This design comes from an exercise in tuning for small area on the open sky130 flow, not from production work.
The RTL was checked by simulation tests, not by an equivalence proof against the original design.

==> trial 29: inputs <==
## SnakeTop
module SnakeTop (
  input  wire        clk,
  input  wire        btnC,
  input  wire        PS2Clk,
  input  wire        PS2Data,
  output wire [6:0]  seg,
  output wire [3:0]  an,
  output wire        dp,
  output reg  [3:0]  vgaRed,
  output reg  [3:0]  vgaGreen,
  output reg  [3:0]  vgaBlue,
  output reg         Hsync,
  output reg         Vsync
);
export LEC_CHECK = 0
export ABC_AREA = 1
export CAP_MARGIN = 40
export CORE_MARGIN = 2
export CORE_UTILIZATION = 40
export PLACE_DENSITY = 0.6
export SLEW_MARGIN = 30
create_clock -name core_clock -period 10.0 [get_ports {clk}]
run.sh (not shown) runs the stock make flow with config.mk's settings and CLKGATE_MAP_FILE= SYNTH_SCRIPT=/design/flow/synth_recipe.tcl, a recipe that flattens the netlist after the stock synthesis.
==> trial 76 (differences from trial 29) <==
--- a/flow/design.v
+++ b/flow/design.v
@@ -237,29 +237,32 @@
   reg [1:0]  d_pend;
   wire       insert = ins_pend & (kk == 7'd0);
   reg        walking, stepwalk, rowwalk, rowpend, steppend;
   reg        coll_flag;
   reg [17:0] hit;               
   reg [1:0]  widx;              
   wire       k_live = (kk < len);
   wire       proc = walking & k_live;
-  reg [12:0] lf;                
   reg [12:0] la;                
-  reg [12:0] G;                 
-  wire       lf_fb = lf[12] ^ lf[3] ^ lf[2] ^ lf[0];
+  reg [12:0] G;
   wire       la_fb = la[12] ^ la[3] ^ la[2] ^ la[0];
-  wire [12:0] lf_nxt = {lf[11:0], lf_fb};
+  wire       G_fb = G[12] ^ G[3] ^ G[2] ^ G[0];
   wire [17:0] E;
   assign E[17:5] = G;
   genvar gm;
   generate for (gm = 0; gm < 5; gm = gm + 1) begin : EXT
     assign E[4-gm] = E[17-gm] ^ E[8-gm] ^ E[7-gm] ^ E[5-gm];
   end endgenerate
-  wire [12:0] G6 = {E[11:0], E[12] ^ E[3] ^ E[2] ^ E[0]};
+  wire [18:0] X;
+  assign X[12:0] = G;
+  generate for (gm = 0; gm < 6; gm = gm + 1) begin : BACK
+    assign X[13+gm] = X[gm] ^ X[gm+4] ^ X[gm+3] ^ X[gm+1];
+  end endgenerate
+  wire [12:0] Gback6 = X[18:6];
   wire walk_end = walking & (kk == 7'd0);
   wire chain = walk_end & stepwalk & (widx != 2'd2);
   wire step_go = steppend & (tick >= 9'd21);
   wire start_walk = chain |
                     ((kk == 7'd0) & ~ins_pend & (tick >= 9'd3) & (tick <= 9'd399) &
                      (rowpend | step_go));
   reg [1:0] dsel;
   always @(*) dsel = update ? direction : tap;
@@ -344,50 +347,46 @@
   generate for (gm = 0; gm < 6; gm = gm + 1) begin : EQ
     assign eq[gm] = (pf == E[17-gm -: 13]);
   end endgenerate
   integer j;
   always @(posedge clk) begin
     for (j = 0; j < 18; j = j + 1) begin
       if (start_walk & ~chain & step_go)
         hit[j] <= 1'b0;
-      else if (hit_en && widx == j / 6 && eq[j % 6])
+      else if (hit_en && widx == (17 - j) / 6 && eq[j % 6])
         hit[j] <= 1'b1;
     end
   end
   always @(posedge clk) begin
-    if (rst) begin
-      la <= 13'h1a9d;
-      lf <= 13'h1;
-    end else begin
-      la <= {la[11:0], la_fb};
-      lf <= lf_nxt;
-    end
-    if (tick == 9'd20) G <= la;
-    else if (chain | (walk_end & stepwalk)) G <= G6;
+    if (rst) la <= 13'h9fa;
+    else     la <= {la[11:0], la_fb};
+    if (tick == 9'd21) G <= la;
+    else if (chain) G <= Gback6;
+    else if (tick >= 9'd3 && tick <= 9'd20) G <= {G[11:0], G_fb};
   end
   wire wall = (direction == 2'd3 && px == 7'd0) || (direction == 2'd1 && px == 7'd99) ||
               (direction == 2'd0 && py == 7'd0) || (direction == 2'd2 && py == 7'd74);
   assign collision = coll_flag | wall;
   reg        fsearch;
   reg [12:0] food_pos;
   assign food_eaten = (snake_head == food_pos);
   wire [4:0] hidx = tick[4:0] - 5'd3;
-  wire accept = fsearch & (lf_nxt < 13'd7500) & (lf_nxt != snake_head) &
+  wire accept = fsearch & (G < 13'd7500) & (G != snake_head) &
                 ((tick >= 9'd21) | ~hit[hidx]);
   always @(posedge clk) begin
     if (rst) begin
       fsearch <= 1'b0;
       food_pos <= 13'd0;
     end else begin
       if (!fsearch) begin
         if (food_eaten) fsearch <= 1'b1;
       end else if (accept) begin
         fsearch <= 1'b0;
-        food_pos <= lf_nxt;
+        food_pos <= G;
       end
     end
   end
   reg [15:0] score;
   always @(posedge clk) begin
     if (rst) score <= 16'd0;
     else if (score_inc) begin
       if (score[3:0] != 4'd9) score[3:0] <= score[3:0] + 4'd1;
@@ -476,55 +475,54 @@
         XCoord <= hcount[10:3];
         YCoord <= vcount[9:3];
       end
     end
   end
   reg [99:0] M;           
   reg        S1;          
   reg        S0;          
-  reg [6:0]  Rm;
+  wire       hblank = (hcount >= 11'd800);
+  wire [6:0] Rm = (vcount == 10'd665 && hblank) ? 7'd0 :
+                  (vcount[9:3] + {6'd0, (vcount[2:0] == 3'd7) && hblank});
   wire row_trig = pix_en && (hcount == 11'd799) &&
                   (((vcount[2:0] == 3'd7) && (vcount < 10'd600)) || (vcount == 10'd665));
-  wire [6:0] row_tgt = (vcount == 10'd665) ? 7'd0 : (vcount[9:3] + 7'd1);
   wire       tail_clr = upd_s1 & ~grow;
   wire       wp_en  = (proc & rowwalk) | tail_clr | upd_s2;
   wire       wp_val = ~tail_clr;
   wire [6:0] wx = tail_clr ? tx : px;
   wire [6:0] wy = tail_clr ? ty : py;
   wire       w_row = wp_en & (wy == Rm);
   wire       clr_mask = start_walk & rowpend;
   always @(posedge clk) begin
     if (rst) begin
       M <= 100'd0;
       S1 <= 1'b0;
       S0 <= 1'b0;
-      Rm <= 7'd0;
       rowpend <= 1'b0;
     end else begin
       if (row_trig) begin
         rowpend <= 1'b1;
-        Rm <= row_tgt;
       end else if (start_walk) rowpend <= 1'b0;
       if (clr_mask) begin
         M <= 100'd0;
         S1 <= 1'b0;
         S0 <= 1'b0;
       end else begin
         for (i = 0; i < 100; i = i + 1)
           if (w_row && wx == i) M[i] <= wp_val;
         if (wp_en && wx == 7'd29 && wy == Rm + 7'd1) S1 <= wp_val;
         if (wp_en && wx == 7'd37 && wy == 7'd2) S0 <= wp_val;
       end
     end
   end
   wire [3:0] fade = free_counter[26:23];
   wire [12:0] cur_pos = YCoord * 7'd100 + XCoord;
   wire special = (XCoord == 8'd129);
-  wire mbit = special ? ((YCoord == 7'd83) ? S0 : ((YCoord + 7'd1 == Rm) ? M[29] : S1))
+  wire mbit = special ? ((vcount == 10'd0) ? S0 : ((vcount[2:0] == 3'd0) ? M[29] : S1))
                       : M[XCoord[6:0]];
   wire snake_pixel = mbit | (cur_pos == snake_head);
   wire food_pixel  = (cur_pos == food_pos);
   wire       in_text = (XCoord >= 8'd14) && (XCoord < 8'd86) && (YCoord >= 7'd33) && (YCoord < 7'd41);
   wire [7:0] xo = XCoord - 8'd14;
   wire [6:0] yo = YCoord - 7'd33;
   wire [7:0] font_bits;
   Font_ROM font_rom (
ABC_AREA = default   (was 1)
CAP_MARGIN = 10   (was 40)
CORE_UTILIZATION = 60   (was 40)
CTS_BUF_LIST = sky130_fd_sc_hd__clkbuf_16   (was default)
CTS_CLUSTER_DIAMETER = 80   (was default)
CTS_CLUSTER_SIZE = 22   (was default)
PLACE_DENSITY = 0.75   (was 0.6)
SLEW_MARGIN = 10   (was 30)
==> build 37 (differences from trial 29) <==
ABC_AREA = default   (was 1)
==> trial 59 (differences from trial 29) <==
--- a/flow/design.v
+++ b/flow/design.v
@@ -237,29 +237,32 @@
   reg [1:0]  d_pend;
   wire       insert = ins_pend & (kk == 7'd0);
   reg        walking, stepwalk, rowwalk, rowpend, steppend;
   reg        coll_flag;
   reg [17:0] hit;               
   reg [1:0]  widx;              
   wire       k_live = (kk < len);
   wire       proc = walking & k_live;
-  reg [12:0] lf;                
   reg [12:0] la;                
-  reg [12:0] G;                 
-  wire       lf_fb = lf[12] ^ lf[3] ^ lf[2] ^ lf[0];
+  reg [12:0] G;
   wire       la_fb = la[12] ^ la[3] ^ la[2] ^ la[0];
-  wire [12:0] lf_nxt = {lf[11:0], lf_fb};
+  wire       G_fb = G[12] ^ G[3] ^ G[2] ^ G[0];
   wire [17:0] E;
   assign E[17:5] = G;
   genvar gm;
   generate for (gm = 0; gm < 5; gm = gm + 1) begin : EXT
     assign E[4-gm] = E[17-gm] ^ E[8-gm] ^ E[7-gm] ^ E[5-gm];
   end endgenerate
-  wire [12:0] G6 = {E[11:0], E[12] ^ E[3] ^ E[2] ^ E[0]};
+  wire [18:0] X;
+  assign X[12:0] = G;
+  generate for (gm = 0; gm < 6; gm = gm + 1) begin : BACK
+    assign X[13+gm] = X[gm] ^ X[gm+4] ^ X[gm+3] ^ X[gm+1];
+  end endgenerate
+  wire [12:0] Gback6 = X[18:6];
   wire walk_end = walking & (kk == 7'd0);
   wire chain = walk_end & stepwalk & (widx != 2'd2);
   wire step_go = steppend & (tick >= 9'd21);
   wire start_walk = chain |
                     ((kk == 7'd0) & ~ins_pend & (tick >= 9'd3) & (tick <= 9'd399) &
                      (rowpend | step_go));
   reg [1:0] dsel;
   always @(*) dsel = update ? direction : tap;
@@ -344,50 +347,46 @@
   generate for (gm = 0; gm < 6; gm = gm + 1) begin : EQ
     assign eq[gm] = (pf == E[17-gm -: 13]);
   end endgenerate
   integer j;
   always @(posedge clk) begin
     for (j = 0; j < 18; j = j + 1) begin
       if (start_walk & ~chain & step_go)
         hit[j] <= 1'b0;
-      else if (hit_en && widx == j / 6 && eq[j % 6])
+      else if (hit_en && widx == (17 - j) / 6 && eq[j % 6])
         hit[j] <= 1'b1;
     end
   end
   always @(posedge clk) begin
-    if (rst) begin
-      la <= 13'h1a9d;
-      lf <= 13'h1;
-    end else begin
-      la <= {la[11:0], la_fb};
-      lf <= lf_nxt;
-    end
-    if (tick == 9'd20) G <= la;
-    else if (chain | (walk_end & stepwalk)) G <= G6;
+    if (rst) la <= 13'h9fa;
+    else     la <= {la[11:0], la_fb};
+    if (tick == 9'd21) G <= la;
+    else if (chain) G <= Gback6;
+    else if (tick >= 9'd3 && tick <= 9'd20) G <= {G[11:0], G_fb};
   end
   wire wall = (direction == 2'd3 && px == 7'd0) || (direction == 2'd1 && px == 7'd99) ||
               (direction == 2'd0 && py == 7'd0) || (direction == 2'd2 && py == 7'd74);
   assign collision = coll_flag | wall;
   reg        fsearch;
   reg [12:0] food_pos;
   assign food_eaten = (snake_head == food_pos);
   wire [4:0] hidx = tick[4:0] - 5'd3;
-  wire accept = fsearch & (lf_nxt < 13'd7500) & (lf_nxt != snake_head) &
+  wire accept = fsearch & (G < 13'd7500) & (G != snake_head) &
                 ((tick >= 9'd21) | ~hit[hidx]);
   always @(posedge clk) begin
     if (rst) begin
       fsearch <= 1'b0;
       food_pos <= 13'd0;
     end else begin
       if (!fsearch) begin
         if (food_eaten) fsearch <= 1'b1;
       end else if (accept) begin
         fsearch <= 1'b0;
-        food_pos <= lf_nxt;
+        food_pos <= G;
       end
     end
   end
   reg [15:0] score;
   always @(posedge clk) begin
     if (rst) score <= 16'd0;
     else if (score_inc) begin
       if (score[3:0] != 4'd9) score[3:0] <= score[3:0] + 4'd1;
@@ -476,55 +475,54 @@
         XCoord <= hcount[10:3];
         YCoord <= vcount[9:3];
       end
     end
   end
   reg [99:0] M;           
   reg        S1;          
   reg        S0;          
-  reg [6:0]  Rm;
+  wire       hblank = (hcount >= 11'd800);
+  wire [6:0] Rm = (vcount == 10'd665 && hblank) ? 7'd0 :
+                  (vcount[9:3] + {6'd0, (vcount[2:0] == 3'd7) && hblank});
   wire row_trig = pix_en && (hcount == 11'd799) &&
                   (((vcount[2:0] == 3'd7) && (vcount < 10'd600)) || (vcount == 10'd665));
-  wire [6:0] row_tgt = (vcount == 10'd665) ? 7'd0 : (vcount[9:3] + 7'd1);
   wire       tail_clr = upd_s1 & ~grow;
   wire       wp_en  = (proc & rowwalk) | tail_clr | upd_s2;
   wire       wp_val = ~tail_clr;
   wire [6:0] wx = tail_clr ? tx : px;
   wire [6:0] wy = tail_clr ? ty : py;
   wire       w_row = wp_en & (wy == Rm);
   wire       clr_mask = start_walk & rowpend;
   always @(posedge clk) begin
     if (rst) begin
       M <= 100'd0;
       S1 <= 1'b0;
       S0 <= 1'b0;
-      Rm <= 7'd0;
       rowpend <= 1'b0;
     end else begin
       if (row_trig) begin
         rowpend <= 1'b1;
-        Rm <= row_tgt;
       end else if (start_walk) rowpend <= 1'b0;
       if (clr_mask) begin
         M <= 100'd0;
         S1 <= 1'b0;
         S0 <= 1'b0;
       end else begin
         for (i = 0; i < 100; i = i + 1)
           if (w_row && wx == i) M[i] <= wp_val;
         if (wp_en && wx == 7'd29 && wy == Rm + 7'd1) S1 <= wp_val;
         if (wp_en && wx == 7'd37 && wy == 7'd2) S0 <= wp_val;
       end
     end
   end
   wire [3:0] fade = free_counter[26:23];
   wire [12:0] cur_pos = YCoord * 7'd100 + XCoord;
   wire special = (XCoord == 8'd129);
-  wire mbit = special ? ((YCoord == 7'd83) ? S0 : ((YCoord + 7'd1 == Rm) ? M[29] : S1))
+  wire mbit = special ? ((vcount == 10'd0) ? S0 : ((vcount[2:0] == 3'd0) ? M[29] : S1))
                       : M[XCoord[6:0]];
   wire snake_pixel = mbit | (cur_pos == snake_head);
   wire food_pixel  = (cur_pos == food_pos);
   wire       in_text = (XCoord >= 8'd14) && (XCoord < 8'd86) && (YCoord >= 7'd33) && (YCoord < 7'd41);
   wire [7:0] xo = XCoord - 8'd14;
   wire [6:0] yo = YCoord - 7'd33;
   wire [7:0] font_bits;
   Font_ROM font_rom (
==> flow/flow/run.sh (new file) <==
#!/bin/bash
# Standard ORFS layout, except that the combinational logic of the standard
# synthesis netlist is re-mapped by ABC for area (registers are untouched).
set -euo pipefail
R=orfs/results/$FLOW_PLATFORM/SnakeTop/base
LIB=$FLOW_HOME/platforms/$FLOW_PLATFORM/lib/sky130_fd_sc_hd__tt_025C_1v80.lib
bash standard.sh synth > synth.log 2>&1
cp $R/1_2_yosys.v std_synth.v
# cells the platform marks don't-use, and the register / tie cells to keep
DONT=$(grep -oE 'sky130_fd_sc_hd__(probe|probec|lpflow)_[a-z0-9_]+' $FLOW_HOME/platforms/$FLOW_PLATFORM/config.mk | sort -u | tr '\n' ' ')
KEEP=$(grep -oE '^\s*sky130_fd_sc_hd__(dfxtp|edfxtp|dfrtp|dfstp|dfbbp|sdf|dlx|conb)[a-z0-9_]*' std_synth.v | tr -d ' ' | sort -u | tr '\n' ' ')
echo "keep: $KEEP" > reopt_cells.txt
LIB=$LIB IN_V=std_synth.v OUT_V=reopt.v TOP=$FLOW_TOP KEEP_CELLS="$KEEP" DONT_USE="$DONT" \
  ABC_SCRIPT=flow/area.abc yosys -c flow/reopt.tcl > reopt.log 2>&1
cp reopt.v $R/1_2_yosys.v
rm -f $R/1_synth.odb $R/1_synth.sdc
bash standard.sh > layout.log 2>&1
==> flow/flow/area.abc (new file) <==
strash
ifraig
scorr
dc2
strash
dch -f
map -a
strash
dch -f
map -a
==> flow/flow/reopt.tcl (new file) <==
# Re-map the combinational logic of the standard synthesis netlist for area.
# Flip-flops (and tie cells) are kept as they are, with their names and cell types.
yosys -import
set lib $::env(LIB)
read_liberty -ignore_miss_func $lib
read_verilog $::env(IN_V)
hierarchy -top $::env(TOP)
set keep {}
foreach c [split $::env(KEEP_CELLS)] { if {$c ne ""} { lappend keep $c } }
foreach c $keep { setattr -mod -set keep_hierarchy 1 $c }
flatten
foreach c $keep { blackbox $c }
opt -full -purge
set dont {}
foreach c [split $::env(DONT_USE)] { if {$c ne ""} { lappend dont -dont_use $c } }
abc -script $::env(ABC_SCRIPT) -liberty $lib {*}$dont
opt_clean -purge
hilomap -singleton -hicell sky130_fd_sc_hd__conb_1 HI -locell sky130_fd_sc_hd__conb_1 LO
insbuf -buf sky130_fd_sc_hd__buf_4 A X
splitnets
opt_clean -purge
tee -o reopt_stat.txt stat -liberty $lib
write_verilog -noattr -nohex -nodec $::env(OUT_V)
==> flow/standard.sh (new file) <==
#!/bin/bash
# synth_recipe.tcl (not shown) runs the flow's synth.tcl, then flattens the netlist and writes it again
# the make line also repeats each setting of config.mk as NAME=value (left out here)
make -C /OpenROAD-flow-scripts/flow DESIGN_CONFIG=/design/flow/config.mk WORK_HOME=/design/flow/orfs CLKGATE_MAP_FILE= SYNTH_SCRIPT=/design/flow/synth_recipe.tcl "${@:-finish}"
ABC_AREA = default   (was 1)
CAP_MARGIN = 10   (was 40)
CORE_UTILIZATION = 60   (was 40)
CTS_BUF_LIST = sky130_fd_sc_hd__clkbuf_8   (was default)
CTS_CLUSTER_DIAMETER = 60   (was default)
CTS_CLUSTER_SIZE = 16   (was default)
PLACE_DENSITY = 0.75   (was 0.6)
SLEW_MARGIN = 10   (was 30)
removed: flow/run.sh
==> summary of the runs <==
Count of clock-buffer cells in the layout: trial 76 is lower than trial 59 (11). Sequential share of layout area: trial 59 > trial 76 > build 37 > trial 29. The lowest maximum frequency belongs to trial 59, the highest to trial 29. In trial 29 the synthesized area is larger than in build 37, by about 1.2%.

==> separate check: timing with driven ports <==
Ports are ideal in the flow. The routed layouts listed here were re-timed in OpenROAD. Step 1, drivers: a clkbuf_16 drives clk and a buf_2 each remaining input, both assumed. Step 2 adds t to the input delays and takes it off the output delays; t is the mean of the earliest and latest rising clock arrival at the registers after step 1. Input paths then give back, and output paths get back, about the clock's delay inside the block. Slacks: no drivers / after step 1 / after step 2; pairs: no drivers / after step 1.
run | t, ns | setup WS [ns] | worst setup path at the end | worst register clock-pin slew, ns | worst slew at a driven data input, ns
trial 29 | 0.710 | 5.485 / 5.485 / 5.485 | register to register | 0.07 / 0.07 | 0.03
trial 76 | 0.649 | 4.871 / 4.871 / 4.871 | register to register | 0.09 / 0.09 | 0.03
build 37 | 0.667 | 5.227 / 5.227 / 5.227 | register to register | 0.06 / 0.06 | 0.03
trial 59 | 0.726 | 3.910 / 3.910 / 3.910 | register to register | 0.10 / 0.10 | 0.03
After both steps setup and hold are still met in every run listed.
